What follows belongs to an exercise in optimizing a design on an open flow for small area; a production flow would make more cautious choices.
In this exercise RTL edits were held to simulation tests only and were not proved equivalent to the original.
Power and IR drop assume default switching activity.

==> flow/design.v (outline; a module is shown in full before it is edited, if it fits) <==
// module Top_FFT: 14172 lines
// module fa1: 24 lines
// module ha1: 12 lines
module Top_FFT(clk, rst, start_FFT, serial_in_r, serial_in_i, serial_out_r, serial_out_i, end_FFT, data_valid_FFT);
  // ...
==> flow/run.sh <==
#!/bin/bash
# synth_recipe.tcl (not shown) runs the flow's synth.tcl, then flattens the netlist and writes it again
# the make line also repeats each setting of config.mk as NAME=value (left out here)
make -C /OpenROAD-flow-scripts/flow DESIGN_CONFIG=/design/flow/config.mk WORK_HOME=/design/flow/orfs CLKGATE_MAP_FILE= SYNTH_SCRIPT=/design/flow/synth_recipe.tcl finish
==> flow/config.mk <==
export PLATFORM = sky130hd
export DESIGN_NAME = Top_FFT
export DESIGN_NICKNAME = Top_FFT
export VERILOG_FILES = /design/flow/design.v
export SDC_FILE = /design/flow/constraint.sdc
export NUM_CORES = 4
export LEC_CHECK = 0
export ABC_AREA = 1
export CAP_MARGIN = 20
export CORE_MARGIN = 2
export CORE_UTILIZATION = 60
export CTS_CLUSTER_DIAMETER = 100
export CTS_CLUSTER_SIZE = 30
export GPL_TIMING_DRIVEN = 0
export PLACE_DENSITY = 0.72
export SLEW_MARGIN = 20
export SYNTH_HIERARCHICAL = 1
export SYNTH_MINIMUM_KEEP_SIZE = 0
==> flow/constraint.sdc <==
create_clock -name core_clock -period 12.0 [get_ports {clk}]
set_input_delay 2.4000 -clock core_clock [delete_from_list [all_inputs] [get_ports {clk}]]
set_output_delay 2.4000 -clock core_clock [all_outputs]
set_load 0.01 [all_outputs]
==> key figures, run 1 <==
Routing
  • Metal2 WL: 89170 um
  • DR top layer: met5

STA
  • Worst-margin pin slew: 1219 ps
  • Post-route setup TNS: 0 ps
  • Slew Limit Fails: 0
  • Final hold slack: 321.9 ps
  • RSZ-0062 raised after global routing: false

CTS
  • Root buf cell: clkbuf_16
  • CTS tree: built
  • Post-CTS sizing: 0
  • Clock insertion delay at the later pin of the skew report: 740 ps

Floorplanning
  • Core Rows: 131
  • Initial Utilization: 0.6025
  • Core area: 127000 sq um
  • Die ar.: 130400 sq um

Synthesis
  • Area contributors post-synth: dfxtp_1 (54%), fa_1 (24%), nand2_1 (3.6%), o21ai_0 (2.3%), inv_1 (2.3%)
  • Register bit total from synthesis: 2084
  • Synth Flop Type: dfxtp_1
  • Post-Syn Nets: 7385
  • Cell taking the most area after synthesis: dfxtp_1
  • Commonest cells post-synth: dfxtp_1 (2076), fa_1 (907), nand2_1 (726), inv_1 (471), nor2_1 (426)
  • Asr flop ratio synth: 0.003839
  • Xor and xnor area share after synthesis: 0.001144
  • Top cell type's share of synthesized area: 0.5430
  • Synth Area in Simple Gates: 0.07080

Worst setup path
  • Reg-to-reg critical path startpoint: CTRL.t[1]$_DFF_PN0_
  • CP dominant cell by count: fa_1

Run status
  • Status: complete, no violations

Final layout
  • Fraction of area in clock buffers and inverters: 0.02804

Power
  • Sequential cell power: 0.00869 W
  • Power Total: 0.01961 W
  • Clock group: 0.00331 W

GRT
  • GRT Overall Usage: 0.3105
  • Met2 global-route usage: 0.4837
  • Largest net degree at the start of global routing: 32

Placement
  • Placed Area: 79260 sq um
  • Pre-CTS setup slack: 740.1 ps
  • Port Buffers: 64

Hold path
  • Min-delay src: ST2.sr[84]$_DFF_P_
==> inputs of run 2 (changes only) <==
--- a/flow/config.mk
+++ b/flow/config.mk
@@ -11,7 +11,6 @@
 export CORE_UTILIZATION = 60
 export CTS_CLUSTER_DIAMETER = 100
 export CTS_CLUSTER_SIZE = 30
-export GPL_TIMING_DRIVEN = 0
 export PLACE_DENSITY = 0.72
 export SLEW_MARGIN = 20
 export SYNTH_HIERARCHICAL = 1
==> run 2 against run 1 <==
Against the previous run:
- first-iteration DRC count decreased by 6.2%
- setup slack improved by 1300 ps
- clock skew increased by 62 ps
- largest power group unchanged
- highest routed layer unchanged
- global-route usage decreased by 5.2 points
==> key figures, run 2 <==
Placement
  • Final Wtd Congestion: 0.9782 (was 0.9898)
  • Cells after DPL: 7807 (was 8035)
  • Hpwl dp: 121500 um (was 150600 um)
  • Port Buffers: 64 (unchanged)

Power
  • Sequential Power Share: 0.451 (was 0.443)
  • Static Leak: 34.86 nW (was 35.10 nW)
  • Peak supply drop: 0.0008538 V (was 0.0005286 V)
  • Switch Pwr: 0.006704 W (was 0.007013 W)
  • Power Density: 236.8 nW/um^2 (was 240.4 nW/um^2)
  • Gate power share: 0.377 (was 0.388)
  • Internal power: 0.01245 W (was 0.01259 W)
  • Power Total: 0.01915 W (was 0.01961 W)
  • Clock power share: 0.172 (was 0.169)
  • Net Sw Frac: 0.3500 (was 0.3577)

Worst setup path
  • Critical Path End: R5B.g_reg.sr[14]$_DFF_P_ (was R2B.g_reg.sr[29]$_DFF_P_)
  • R2r setup slk: 1920 ps (was 570 ps)
  • Capturing point of the worst reg2reg path: R5B.g_reg.sr[14]$_DFF_P_ (was R2B.g_reg.sr[29]$_DFF_P_)
  • Worst Path Required: 12630 ps (about the same)
  • WS Path Type: register to register (unchanged)
  • Crit Path Max Fanout: 6 (was 14)
  • Crit. Startpoint: R5A.g_reg.sr[18]$_DFF_P_ (was CTRL.t[1]$_DFF_PN0_)
  • Reg2Reg Depth: 27 (was 29)
  • Worst path arrival time: 10710 ps (was 12060 ps)
  • Reg-to-reg critical path startpoint: R5A.g_reg.sr[18]$_DFF_P_ (was CTRL.t[1]$_DFF_PN0_)
  • Crit start category: register (unchanged)
  • Crit end category: register (unchanged)

GRT
  • Vias in the first global route: 44760 (was 46570)
  • Initial antenna violation count: 15 (was 10)
  • Global-route wire length before repair: 257400 um (was 297400 um)
  • GRT Overall Usage: 0.2588 (was 0.3105)
  • Largest net degree at the start of global routing: 92 (was 32)
  • GRT overflow: 0 (unchanged)

Routing
  • WL per Instance: 20.80 um (was 24.20 um)
  • Pre-antenna DRT Iters: 6 (was 8)
  • Routed WL: 164500 um (was 196800 um)
  • Remaining antenna violation count: 0 (unchanged)
  • Vias: 43450 (was 45090)
  • DRC viols: 0 (unchanged)
  • Via/cell ratio: 5.494 (was 5.544)
  • Iteration-0 DRC Markers: 4289 (was 4573)

Synthesis
  • Seq/Total Area, Yosys: 0.5456 (unchanged)
  • Commonest cells post-synth: dfxtp_1 (2076), fa_1 (907), nand2_1 (726), inv_1 (471), nor2_1 (426) (unchanged)
  • Syn avg cell area: 12.13 sq um (unchanged)
  • Count leader, synth: dfxtp_1 (unchanged)
  • Post-Syn Nets: 7385 (unchanged)
  • Netlist cell types: 51 (unchanged)
  • Number of synthesized flops with an enable pin: 0 (unchanged)
  • Syn. warnings: 7 (unchanged)
  • Syn Inst Count: 6309 (unchanged)
  • Synth Flop Type: dfxtp_1 (unchanged)
  • Area contributors post-synth: dfxtp_1 (54%), fa_1 (24%), nand2_1 (3.6%), o21ai_0 (2.3%), inv_1 (2.3%) (unchanged)
  • Mapped cell area: 76540 sq um (unchanged)
  • Register bit total from synthesis: 2084 (unchanged)
  • Top cell type's share of synthesized area: 0.5430 (unchanged)
  • Asr flop ratio synth: 0.003839 (unchanged)
  • Cell taking the most area after synthesis: dfxtp_1 (unchanged)

CTS
  • Clock sink count: 2084 (unchanged)
  • Cts hold-fix bufs: 0 (unchanged)
  • CTS Buf Count: 81 (was 80)
  • Clk slew on worst S/H paths: 120 ps (was 110 ps)
  • CTS tree: built (unchanged)
  • Setup repair bufs after CTS: 0 (unchanged)
  • H-tree depth: 3 (unchanged)
  • Root buf cell: clkbuf_16 (unchanged)
  • Max Buffers Root-to-Sink: 3 (unchanged)
  • Post-CTS sizing: 0 (unchanged)
  • Clock insertion delay at the later pin of the skew report: 750 ps (was 740 ps)

Floorplanning
  • Core Rows: 131 (unchanged)
  • Core area: 127000 sq um (unchanged)
  • Die Span Y: 361.2 um (unchanged)
  • Initial Utilization: 0.6025 (unchanged)
  • I/O pin total: 65 (unchanged)
  • Die ar.: 130400 sq um (unchanged)
  • DIE WIDTH: 361.2 um (unchanged)

STA
  • Post-route setup TNS: 0 ps (unchanged)
  • RSZ-0062 raised after global routing: false (unchanged)
  • Slew Limit Fails: 0 (unchanged)
  • Fin crit period: 10080 ps (was 11430 ps)
  • Max frequency: 0.09924 GHz (was 0.08752 GHz)
  • Worst-margin pin slew: 1131 ps (was 1219 ps)
  • Layout Skew: 98.59 ps (was 36.74 ps)
  • Slew Limit Headroom: 0.2449 (was 0.1788)
  • Tcrit/Tclk final: 0.8397 (was 0.9521)
  • Final hold vios: 0 (unchanged)
  • Final setup viols: 0 (unchanged)

Hold path
  • Worst min-delay path category: register to register (unchanged)
  • Hold Crit Depth: 0 (unchanged)
  • Min-delay src: ST3.sr[14]$_DFF_P_ (was ST2.sr[84]$_DFF_P_)

Final layout
  • Fin nets: 7304 (was 7531)
  • Share of layout cells above drive strength 1: 0.04115 (was 0.03988)
  • Layout area overhead: 5.658% (was 6.580%)
  • FILL cells: 9547 (was 9430)
  • Max reg flops: 960 (unchanged)
  • Leading registers by flop count: ST1.sr x960, ST2.sr x480, ST3.sr x240 (unchanged)
  • Register with the most flip-flops: ST1.sr (unchanged)
  • Non-filler cells, final: 7909 (was 8133)
  • Commonest non-fill, non-tap cells in the layout: dfxtp_1 (2076), fa_1 (907), nand2_1 (724), inv_1 (471), nor2_1 (421) (was dfxtp_1 (2072), fa_1 (907), nand2_1 (726), inv_1 (471), nor2_1 (426))
  • Most common library cell in the layout ignoring fill and taps: dfxtp_1 (unchanged)

Run status
  • Status: complete, no violations (unchanged)

Run
  • Max-Cap Viols: 0 (unchanged)
-- run 2: cell types whose count changed in the layout (fill, tap and decap cells not counted), sizes merged --
cell	delta
clkinvlp	+1
inv	+1
clkbuf	-205
clkinv	+2
bufinv	-1
buf	-22
-- run 2: kinds of logic (layout without fill, tap and decap cells) --
| logic type | after synthesis | count (layout) | synth area share |
|---|---|---|---|
| DFF | 2084 | 2084 | 0.5456 |
| buffers and inverters | 803 | 739 | 0.04257 |
| adders and majority gates | 1043 | 1043 | 0.2595 |
| muxes | 14 | 14 | 0.001831 |
| and+or+nand+nor | 1315 | 1315 | 0.07080 |
| AOI/OAI and AO/OA | 1040 | 1040 | 0.07855 |
| xor gates and xnor gates | 10 | 10 | 0.001144 |
| other | 0 | 2 | 0 |
-- run 2: routing by layer --
metal,GRT usage,vias up,routed length (um)
li1,-,19850,-
met4,0.08713,12,5981
met3,0.05453,399,13970
met5,0,-,79
met1,0.3617,21390,70060
met2,0.4054,1808,74380
-- run 2: per-module statistics from Yosys, one instance, submodules excluded --
| module | cell area (sq um) | times used | flops+latches | cells inside |
|---|---|---|---|---|
| ha1 | 12.51 | 103 | 0 | 1 |
| Top_FFT | 57090 | 1 | 2084 | 5299 |
| fa1 | 20.02 | 907 | 0 | 1 |
-- run 2: per-stage QoR --
stage / hold slack, ps / instance area (sq um) / utilization / setup slack (ps)
after floorplan: 309.6 / 76540 / - / 2371
after global placement: 309.5 / 78530 / 0.6182 / 1998
after detailed placement: 312.1 / 78530 / 0.6182 / 1886
after CTS: 274.1 / 80860 / 0.6365 / 1883
after global routing: 277.7 / 80860 / 0.6366 / 1563
final: 280.7 / 80870 / 0.6366 / 1923
-- run 2: critical path: stages (launching register included) --
cell and delay (ps):
dfxtp_1 510, ha_1 350, fa_1 440, fa_1 390, fa_1 390, fa_1 470
fa_1 460, fa_1 550, inv_1 60, ha_1 280, nand2_1 80, o21ai_0 120
nand2_1 90, o21ai_0 160, fa_1 480, fa_1 390, fa_1 390, fa_1 400
fa_1 390, fa_1 380, fa_1 380, fa_1 390, fa_1 390, fa_1 390
fa_1 390, fa_1 380, fa_1 390, fa_1 440
-- run 2: worst min-delay path by stage --
stage                                     end  slack, ps
after floorplan           ST1.sr[100]$_DFF_P_        310
after global placement    ST1.sr[581]$_DFF_P_        310
after detailed placement  ST1.sr[127]$_DFF_P_        310
after CTS                 ST3.sr[104]$_DFF_P_        270
after global routing      ST3.sr[104]$_DFF_P_        280
final                      ST3.sr[44]$_DFF_P_        280
-- run 2: area by class of cell --
cell class                 count  area (sq um)  share of cell area
antenna                        2         5.005          0.00006189
tap                         1662          2079             0.02572
clock buffer                  87          2049             0.02534
inverter                     499          1873             0.02316
multi-input combinational   3422         31600              0.3907
clock inverter                13         276.5            0.003419
sequential                  2084         41760              0.5164
timing repair buffer         140          1224             0.01513
-- run 2: power by group through the flow --
| stage | clock (W) | combinational [W] | sequential (W) |
|---|---|---|---|
| finish | 0.00329 | 0.00722 | 0.00864 |
| detailed placement | 0 | 0.00729 | 0.00881 |
| global placement | 0 | 0.00692 | 0.00877 |
| floorplan | 0 | 0.00535 | 0.00859 |
| CTS | 0.00337 | 0.00733 | 0.00868 |
| global route | 0.00360 | 0.00835 | 0.00878 |
==> inputs of run 3 (changes only) <==
--- a/flow/config.mk
+++ b/flow/config.mk
@@ -6,12 +6,12 @@
 export NUM_CORES = 4
 export LEC_CHECK = 0
 export ABC_AREA = 1
-export CAP_MARGIN = 20
+export CAP_MARGIN = 5
 export CORE_MARGIN = 2
 export CORE_UTILIZATION = 60
 export CTS_CLUSTER_DIAMETER = 100
 export CTS_CLUSTER_SIZE = 30
 export PLACE_DENSITY = 0.72
-export SLEW_MARGIN = 20
+export SLEW_MARGIN = 5
 export SYNTH_HIERARCHICAL = 1
 export SYNTH_MINIMUM_KEEP_SIZE = 0
==> run 3 against run 2 <==
Against the previous run:
- sequential share of layout area is essentially flat
- clock power is essentially flat
- count of clock-buffer cells in the layout is the same
- global-route usage is the same
- critical endpoint is now R5B.g_reg.sr[29]$_DFF_P_
- critical path depth shrank 1
- sequential power is essentially flat
- setup slack lost 1.8 ps
- critical path type unchanged
- still clean on timing, DRC and antenna
- largest cell class unchanged
- largest power group unchanged
==> key figures, run 3 <==
GRT
  • Vias in the first global route: 44760 (unchanged)
  • GRT Overall Usage: 0.2588 (unchanged)
  • Initial antenna violation count: 15 (unchanged)
  • GRT overflow: 0 (unchanged)
  • Global-route wire length before repair: 257400 um (unchanged)
  • Largest net degree at the start of global routing: 92 (unchanged)

Routing
  • Pre-antenna DRT Iters: 8 (was 6)
  • Remaining antenna violation count: 0 (unchanged)
  • Vias: 43440 (was 43450)
  • Iteration-0 DRC Markers: 4516 (was 4289)
  • DRC viols: 0 (unchanged)
  • Via/cell ratio: 5.494 (about the same)
  • Routed WL: 164400 um (was 164500 um)
  • WL per Instance: 20.79 um (was 20.80 um)

STA
  • Worst-margin pin slew: 1219 ps (was 1131 ps)
  • Post-route setup TNS: 0 ps (unchanged)
  • Final hold slack: 281.9 ps (was 280.7 ps)
  • Slew Limit Fails: 0 (unchanged)
  • Tcrit/Tclk final: 0.8399 (was 0.8397)
  • Slack of the critical path: 1922 ps (was 1923 ps)
  • Max frequency: 0.09922 GHz (was 0.09924 GHz)
  • Layout Skew: 98.91 ps (was 98.59 ps)
  • Slew Limit Headroom: 0.1843 (was 0.2449)
  • Final setup viols: 0 (unchanged)
  • Final hold vios: 0 (unchanged)
  • RSZ-0062 raised after global routing: false (unchanged)
  • Fin crit period: 10080 ps (about the same)

Final layout
  • Register with the most flip-flops: ST1.sr (unchanged)
  • Commonest non-fill, non-tap cells in the layout: dfxtp_1 (2076), fa_1 (907), nand2_1 (724), inv_1 (471), nor2_1 (423) (was dfxtp_1 (2076), fa_1 (907), nand2_1 (724), inv_1 (471), nor2_1 (421))
  • Layout area overhead: 5.648% (was 5.658%)
  • Max reg flops: 960 (unchanged)
  • Leading registers by flop count: ST1.sr x960, ST2.sr x480, ST3.sr x240 (unchanged)
  • Most common library cell in the layout ignoring fill and taps: dfxtp_1 (unchanged)
  • Final instance area: 80860 sq um (was 80870 sq um)
  • Share of layout cells above drive strength 1: 0.04083 (was 0.04115)
  • Utilization after layout: 0.6365 (was 0.6366)
  • Fin nets: 7304 (unchanged)

CTS
  • Clk slew on worst S/H paths: 110 ps (was 120 ps)
  • Root buf cell: clkbuf_16 (unchanged)
  • CTS tree: built (unchanged)
  • Max Buffers Root-to-Sink: 3 (unchanged)
  • CTS Buf Count: 81 (unchanged)
  • Post-CTS sizing: 0 (unchanged)
  • Cts hold-fix bufs: 0 (unchanged)
  • H-tree depth: 3 (unchanged)
  • Setup repair bufs after CTS: 0 (unchanged)
  • Clock sink count: 2084 (unchanged)
  • Clock insertion delay at the later pin of the skew report: 750 ps (about the same)

Synthesis
  • Seq/Total Area, Yosys: 0.5456 (unchanged)
  • Commonest cells post-synth: dfxtp_1 (2076), fa_1 (907), nand2_1 (726), inv_1 (471), nor2_1 (426) (unchanged)
  • Register bit total from synthesis: 2084 (unchanged)
  • Asr flop ratio synth: 0.003839 (unchanged)
  • Mapped cell area: 76540 sq um (unchanged)
  • Number of synthesized flops with an enable pin: 0 (unchanged)
  • Count leader, synth: dfxtp_1 (unchanged)
  • Area contributors post-synth: dfxtp_1 (54%), fa_1 (24%), nand2_1 (3.6%), o21ai_0 (2.3%), inv_1 (2.3%) (unchanged)
  • Syn Inst Count: 6309 (unchanged)
  • Syn avg cell area: 12.13 sq um (unchanged)
  • Syn. warnings: 7 (unchanged)
  • Synth Flop Type: dfxtp_1 (unchanged)
  • Top cell type's share of synthesized area: 0.5430 (unchanged)
  • Netlist cell types: 51 (unchanged)
  • Post-Syn Nets: 7385 (unchanged)
  • Cell taking the most area after synthesis: dfxtp_1 (unchanged)

Floorplanning
  • Core Rows: 131 (unchanged)
  • Initial Utilization: 0.6025 (unchanged)
  • Core area: 127000 sq um (unchanged)
  • DIE WIDTH: 361.2 um (unchanged)
  • Die Span Y: 361.2 um (unchanged)
  • I/O pin total: 65 (unchanged)
  • Die ar.: 130400 sq um (unchanged)

Worst setup path
  • Reg2Reg Depth: 26 (was 27)
  • Worst Path Required: 12630 ps (about the same)
  • Capturing point of the worst reg2reg path: R5B.g_reg.sr[29]$_DFF_P_ (was R5B.g_reg.sr[14]$_DFF_P_)
  • Crit Path Max Fanout: 6 (unchanged)
  • WS Path Type: register to register (unchanged)
  • Crit end category: register (unchanged)
  • R2r setup slk: 1920 ps (about the same)
  • Reg-to-reg critical path startpoint: R5A.g_reg.sr[18]$_DFF_P_ (unchanged)
  • Crit start category: register (unchanged)
  • Worst path arrival time: 10710 ps (about the same)

Power
  • Power Density: 236.7 nW/um^2 (was 236.8 nW/um^2)
  • Static Leak: 34.86 nW (about the same)
  • Peak supply drop: 0.0008459 V (was 0.0008538 V)

Run
  • Max-Cap Viols: 0 (unchanged)

Hold path
  • Worst hold endpoint: ST3.sr[104]$_DFF_P_ (was ST3.sr[44]$_DFF_P_)
  • Hold Crit Depth: 0 (unchanged)
  • Worst min-delay path category: register to register (unchanged)
  • Min-delay src: ST3.sr[74]$_DFF_P_ (was ST3.sr[14]$_DFF_P_)

Placement
  • Hpwl dp: 121500 um (unchanged)
  • Final Wtd Congestion: 0.9782 (unchanged)
  • Pre-CTS setup slack: 1886 ps (unchanged)
  • Placed Area: 78530 sq um (unchanged)
  • Port Buffers: 64 (unchanged)

Run status
  • Status: complete, no violations (unchanged)
## run 3: final cells by class
cell class | count | area (sq um)
Multi-Input combinational cell | 3422 | 31590
Fill cell | 9547 | 46170
Inverter | 499 | 1873
Clock inverter | 13 | 276.5
Tap cell | 1662 | 2079
Sequential cell | 2084 | 41760
Timing Repair Buffer | 140 | 1224
Clock buffer | 87 | 2049
Antenna cell | 1 | 2.502
## run 3: cell families after synthesis
group | after synthesis | share of synthesized area
AOI/OAI and AO/OA | 1040 | 0.07855
xor gates and xnor gates | 10 | 0.001144
adders and majority gates | 1043 | 0.2595
buffers and inverters | 803 | 0.04257
DFF | 2084 | 0.5456
muxes | 14 | 0.001831
and+or+nand+nor | 1315 | 0.07080
## run 3: critical path, cell delays in order, from the launching register on
cell	delay, ps
dfxtp_1	510
ha_1	350
fa_1	450
fa_1	390
fa_1	390
fa_1	400
fa_1	390
fa_1	390
fa_1	400
fa_1	390
fa_1	400
fa_1	400
fa_1	400
fa_1	400
fa_1	470
fa_1	450
fa_1	390
fa_1	390
fa_1	390
fa_1	520
inv_1	50
ha_1	280
nand2_1	90
o22ai_1	100
a221o_1	320
fa_1	440
fa_1	430
## run 3: power by group
group	leakage (nW)	switching [W]	total [W]	internal, W
Sequential	17.5	0.000598	0.00865	0.00805
Combinational	16.2	0.00408	0.00720	0.00312
Clock	1.11	0.00202	0.00329	0.00127
Total	34.9	0.00669	0.0191	0.0124
## run 3: worst max-delay path by stage
| stage | from | end | slack, ps |
|---|---|---|---|
| 2_1_floorplan | R2A.g_reg.sr[18]$_DFF_P_ | R2B.g_reg.sr[29]$_DFF_P_ | 2370 |
| 4_1_cts | R2A.g_reg.sr[15]$_DFF_P_ | R2B.g_reg.sr[29]$_DFF_P_ | 1880 |
| 3_3_place_gp | serial_in_i[0] | R2A.g_reg.sr[29]$_DFF_P_ | 2000 |
| 5_1_grt | CTRL.t[2]$_DFF_PN0_ | R2B.g_reg.sr[29]$_DFF_P_ | 1350 |
| 3_5_place_dp | serial_in_i[0] | R2A.g_reg.sr[29]$_DFF_P_ | 1890 |
| 6_report | R5A.g_reg.sr[18]$_DFF_P_ | R5B.g_reg.sr[29]$_DFF_P_ | 1920 |
## run 3: layer usage
| metal | share of wire | track usage |
|---|---|---|
| met1 | 0.43 | 0.3617 |
| met2 | 0.45 | 0.4054 |
| met3 | 0.083 | 0.05453 |
| met4 | 0.037 | 0.08713 |
| met5 | 0.00048 | 0 |
## run 3: stage by stage
step / cells / power [W]
after detailed placement: 7807 / 0.01611
after global routing: 7907 / 0.02073
after CTS: 7907 / 0.01938
after global placement: 7807 / 0.01568
after floorplan: 6309 / 0.01394
final: 7908 / 0.01914
## run 3: modules after synthesis (local to each module, per instance)
module / area (sq um) / times used / cells inside
ha1: 12.51 / 103 / 1
Top_FFT: 57090 / 1 / 5299
fa1: 20.02 / 907 / 1

==> what the ideal ports hide <==
Ports are ideal in the flow. The routed layouts listed here were re-timed in OpenROAD. Step 1, drivers: a clkbuf_16 drives clk and a buf_2 each remaining input, both assumed. Step 2 adds t to the input delays and takes it off the output delays; t is the mean of the earliest and latest rising clock arrival at the registers after step 1. Input paths then give back, and output paths get back, about the clock's delay inside the block. Three values: ideal, step 1, step 2; two values: the first two.
| run | t, ns | setup WS [ns] | latest minus earliest clock arrival (ns) | pins driven straight from the clock port |
|---|---|---|---|---|
| run 1 | 0.805 | 0.574 / 0.574 / 0.574 | 0.041 / 0.041 | 1 |
| run 2 | 0.778 | 1.923 / 1.923 / 1.923 | 0.107 / 0.108 | 1 |
| run 3 | 0.778 | 1.922 / 1.922 / 1.922 | 0.108 / 0.108 | 1 |
After both steps setup and hold are still met in every run listed.
